Background: an optimization exercise with open tools, aiming at small area. Do not read the settings as production practice.
RTL that was checked went through simulation tests only; none was proved equivalent to the original.
The clock port is modelled as an ideal driver, which makes a skipped or thinned clock tree look cheaper than it is; a real chip needs a root buffer or a tree.
Power figures rest on the tool's default switching activity, not on a simulated workload.

Setup of job 471:
## MESI_FSM
module MESI_FSM #(
    parameter Cache_Block_Size = 8,
    parameter host_pid = 2'b00 )(
    input logic clk,
    input logic resetn,
    input logic Core_Op,                     
    output logic PrHlt,
    input logic [3:0] pr_addr,               
    output logic [Cache_Block_Size-1:0] Cache_output,
    input logic [Cache_Block_Size-1:0] Cache_input,
    input logic [(2+3+2+2+Cache_Block_Size)-1:0] bus_in,
    output logic [(2+3+2+2+Cache_Block_Size)-1:0] bus_out,
    input logic flag_in,
    output logic flag_out
    );
For scale: roughly 370 cells after synthesis, about 60 I/O pins.
Settings: LEC_CHECK=0, CAP_MARGIN=0, CORE_MARGIN=2, CORE_UTILIZATION=40, GPL_TIMING_DRIVEN=0, SLEW_MARGIN=0, SYNTH_HIERARCHICAL=1, SYNTH_MINIMUM_KEEP_SIZE=0; clock period 8.0 ns.
standard.sh (not shown) runs the stock make flow with config.mk's settings and CLKGATE_MAP_FILE= SYNTH_SCRIPT=/design/flow/synth_recipe.tcl, a recipe that flattens the netlist after the stock synthesis.
==> flow/flow/run.sh <==
#!/bin/bash
# The standard ORFS flow (standard.sh, unchanged synthesis) with:
# ABC's buffers removed and every combinational cell downsized after
# floorplan, buf_1 port buffers, and a clock tree of clkbuf_8 without
# dummy loads.
set -euo pipefail
cd "$(dirname "$0")/.."
W=$(pwd)
bash standard.sh \
  REMOVE_ABC_BUFFERS=1 \
  POST_FLOORPLAN_TCL=$W/flow/downsize.tcl \
  BUFFER_PORTS_ARGS="-buffer_cell sky130_fd_sc_hd__buf_1" \
  CTS_ARGS="-sink_clustering_enable -repair_clock_nets -dont_use_dummy_load -buf_list sky130_fd_sc_hd__clkbuf_8 -sink_clustering_size 20" \
  finish > flow_standard.log 2>&1
==> flow/flow/downsize.tcl <==
# Swap every combinational cell for the smallest cell of the same function
# (same name up to the drive-strength suffix). Later repair steps fix any
# slew, capacitance or timing this breaks.
set db [ord::get_db]
set block [[$db getChip] getBlock]
set dont_use [split $::env(DONT_USE_CELLS)]
set n 0
foreach inst [$block getInsts] {
  set m [$inst getMaster]
  set name [$m getName]
  if { ![regexp {^(sky130_fd_sc_hd__[a-z0-9]+)_([0-9]+)$} $name -> base sz] } { continue }
  if { [regexp {df|dl|tap|fill|decap|conb|clk|probe|lpflow|diode} $base] } { continue }
  set best $m
  foreach s {0 1 2 4 6 8 12 16} {
    set c [$db findMaster ${base}_$s]
    if { $c eq "NULL" || $c eq "" } { continue }
    if { [lsearch -exact $dont_use ${base}_$s] >= 0 } { continue }
    if { [$c getWidth] < [$best getWidth] } { set best $c }
  }
  if { $best ne $m } {
    replace_cell [$inst getName] [$best getName]
    incr n
  }
}
puts "downsize: replaced $n cells"
[inputs] job 3719 vs job 471
diff --git a/flow/flow/run.sh b/flow/flow/run.sh
--- a/flow/flow/run.sh
+++ b/flow/flow/run.sh
@@ -12,3 +12,3 @@
   BUFFER_PORTS_ARGS="-buffer_cell sky130_fd_sc_hd__buf_1" \
-  CTS_ARGS="-sink_clustering_enable -repair_clock_nets -dont_use_dummy_load -buf_list sky130_fd_sc_hd__clkbuf_8 -sink_clustering_size 20" \
+  CTS_ARGS="-sink_clustering_enable -repair_clock_nets -dont_use_dummy_load -buf_list sky130_fd_sc_hd__clkbuf_16 -sink_clustering_size 40 -sink_clustering_max_diameter 200" \
   finish > flow_standard.log 2>&1
The flow did not stop early for job 3719: all stages ran, and the layout cleared the timing, DRC and antenna checks. Delta (job 3719 minus job 471): sequential share of layout area dropped 0.92 points, core occupancy in the finished layout climbed 1.1 points, clock share of power climbed 9.1 points, sum of internal, switching and leakage power climbed about 15%.
No run of this note included a check of the RTL's function; only the layout flow was run.

========
MESI_FSM, a different RTL version from the one above (not shown whole).
Size: roughly 75 flip-flops, about 3400 µm² of cells after synthesis.
clock: 8.0 ns
lec_check: 0
cap_margin: 0
core_margin: 2
core_utilization: 60
gpl_timing_driven: 0
slew_margin: 0
synth_hierarchical: 1
synth_minimum_keep_size: 0
==> flow/flow/run.sh <==
#!/bin/bash
# The standard ORFS flow (standard.sh, unchanged synthesis) with:
# ABC's buffers removed and every combinational cell downsized after
# floorplan (flow/downsize.tcl), buf_1 port buffers, and a one-level clock
# tree of a few buffers in place of clock_tree_synthesis (flow/manual_cts.tcl).
set -euo pipefail
cd "$(dirname "$0")/.."
W=$(pwd)
bash standard.sh \
  REMOVE_ABC_BUFFERS=1 \
  POST_FLOORPLAN_TCL=$W/flow/downsize.tcl \
  PRE_CTS_TCL=$W/flow/manual_cts.tcl \
  BUFFER_PORTS_ARGS="-buffer_cell sky130_fd_sc_hd__buf_1" \
  finish > flow_standard.log 2>&1
Scripts as last shown in full above: flow/flow/downsize.tcl
Other scripts of this flow, unchanged in this note and not shown: flow/flow/manual_cts.tcl
The first run finished with timing, DRC and antenna clean.
Next try:
- CORE_UTILIZATION: 60 -> 85
Effect:
- This time the run failed in global placement (3_3_place_gp)
- synthesized cell count is unchanged
- area after synthesis is unchanged
In the first run of this note the design's own scripts or RTL, not TritonCTS, make the clock network.

========
MESI_FSM, a different RTL version from the one above (not shown whole).
Size: roughly 60 I/O pins.
Settings: LEC_CHECK=0, CAP_MARGIN=0, CORE_MARGIN=2, CORE_UTILIZATION=75, GPL_TIMING_DRIVEN=0, SLEW_MARGIN=0, SYNTH_HIERARCHICAL=1, SYNTH_MINIMUM_KEEP_SIZE=0; clock period 8.0 ns.
Scripts as last shown in full above: flow/flow/run.sh, flow/flow/downsize.tcl
Other scripts of this flow, unchanged in this note and not shown: flow/flow/manual_cts.tcl
The baseline finished clean.
==> next run, changes <==
Settings changed: CORE_UTILIZATION 75 to 60.
=> The new run went through all stages and came out clean. Design area climbs by 0.61%. Worst setup slack stays flat. Total power climbs by 0.44%. Worst hold slack gains 0.011 ns. First-iteration DRC count drops by 6.2%.
In every run of this note, the design's own scripts or RTL, not TritonCTS, make the clock network.

## separate check: timing with driven ports
The flow's constraints put no driver on any port. The routed layouts listed below were extracted and timed again, unchanged, in two steps.
Step 1 (the two cells are an assumption about what drives the block):
set clk [get_ports {clk}]
set_driving_cell -lib_cell sky130_fd_sc_hd__clkbuf_16 $clk
set_driving_cell -lib_cell sky130_fd_sc_hd__buf_2 [delete_from_list [all_inputs] $clk]
Step 2 times the ports against the registers' clock, not the clock port: input delays grow and output delays shrink by t, the midpoint of the rising clock arrivals with the driver on.
a / b / c = ideal / step 1 / step 2; a / b = the first two.
run | t (ns) | setup slack, ns | hold slack, ns | worst setup path after step 2 | latest minus earliest clock arrival (ns)
job 471 | 0.365 | 1.812 / 1.822 / 1.457 | 0.474 / 0.474 / 0.474 | input to register | 0.027 / 0.028
job 3719 | 0.361 | 1.802 / 1.817 / 1.455 | 0.472 / 0.472 / 0.472 | input to register | 0.017 / 0.017
the first run of note 2 | 0.198 | 1.664 / 1.710 / 1.512 | 0.455 / 0.455 / 0.455 | input to register | 0.010 / 0.011
the first run of note 3 | 0.197 | 2.063 / 2.111 / 1.914 | 0.467 / 0.468 / 0.468 | input to register | 0.004 / 0.004
the second run of note 3 | 0.202 | 2.066 / 2.112 / 1.910 | 0.478 / 0.478 / 0.478 | input to register | 0.007 / 0.007
After both steps every run listed still meets setup and hold. For job 471, which loses most, drivers alone change the setup slack by +0.010 ns; drivers and shift together by -0.355 ns.
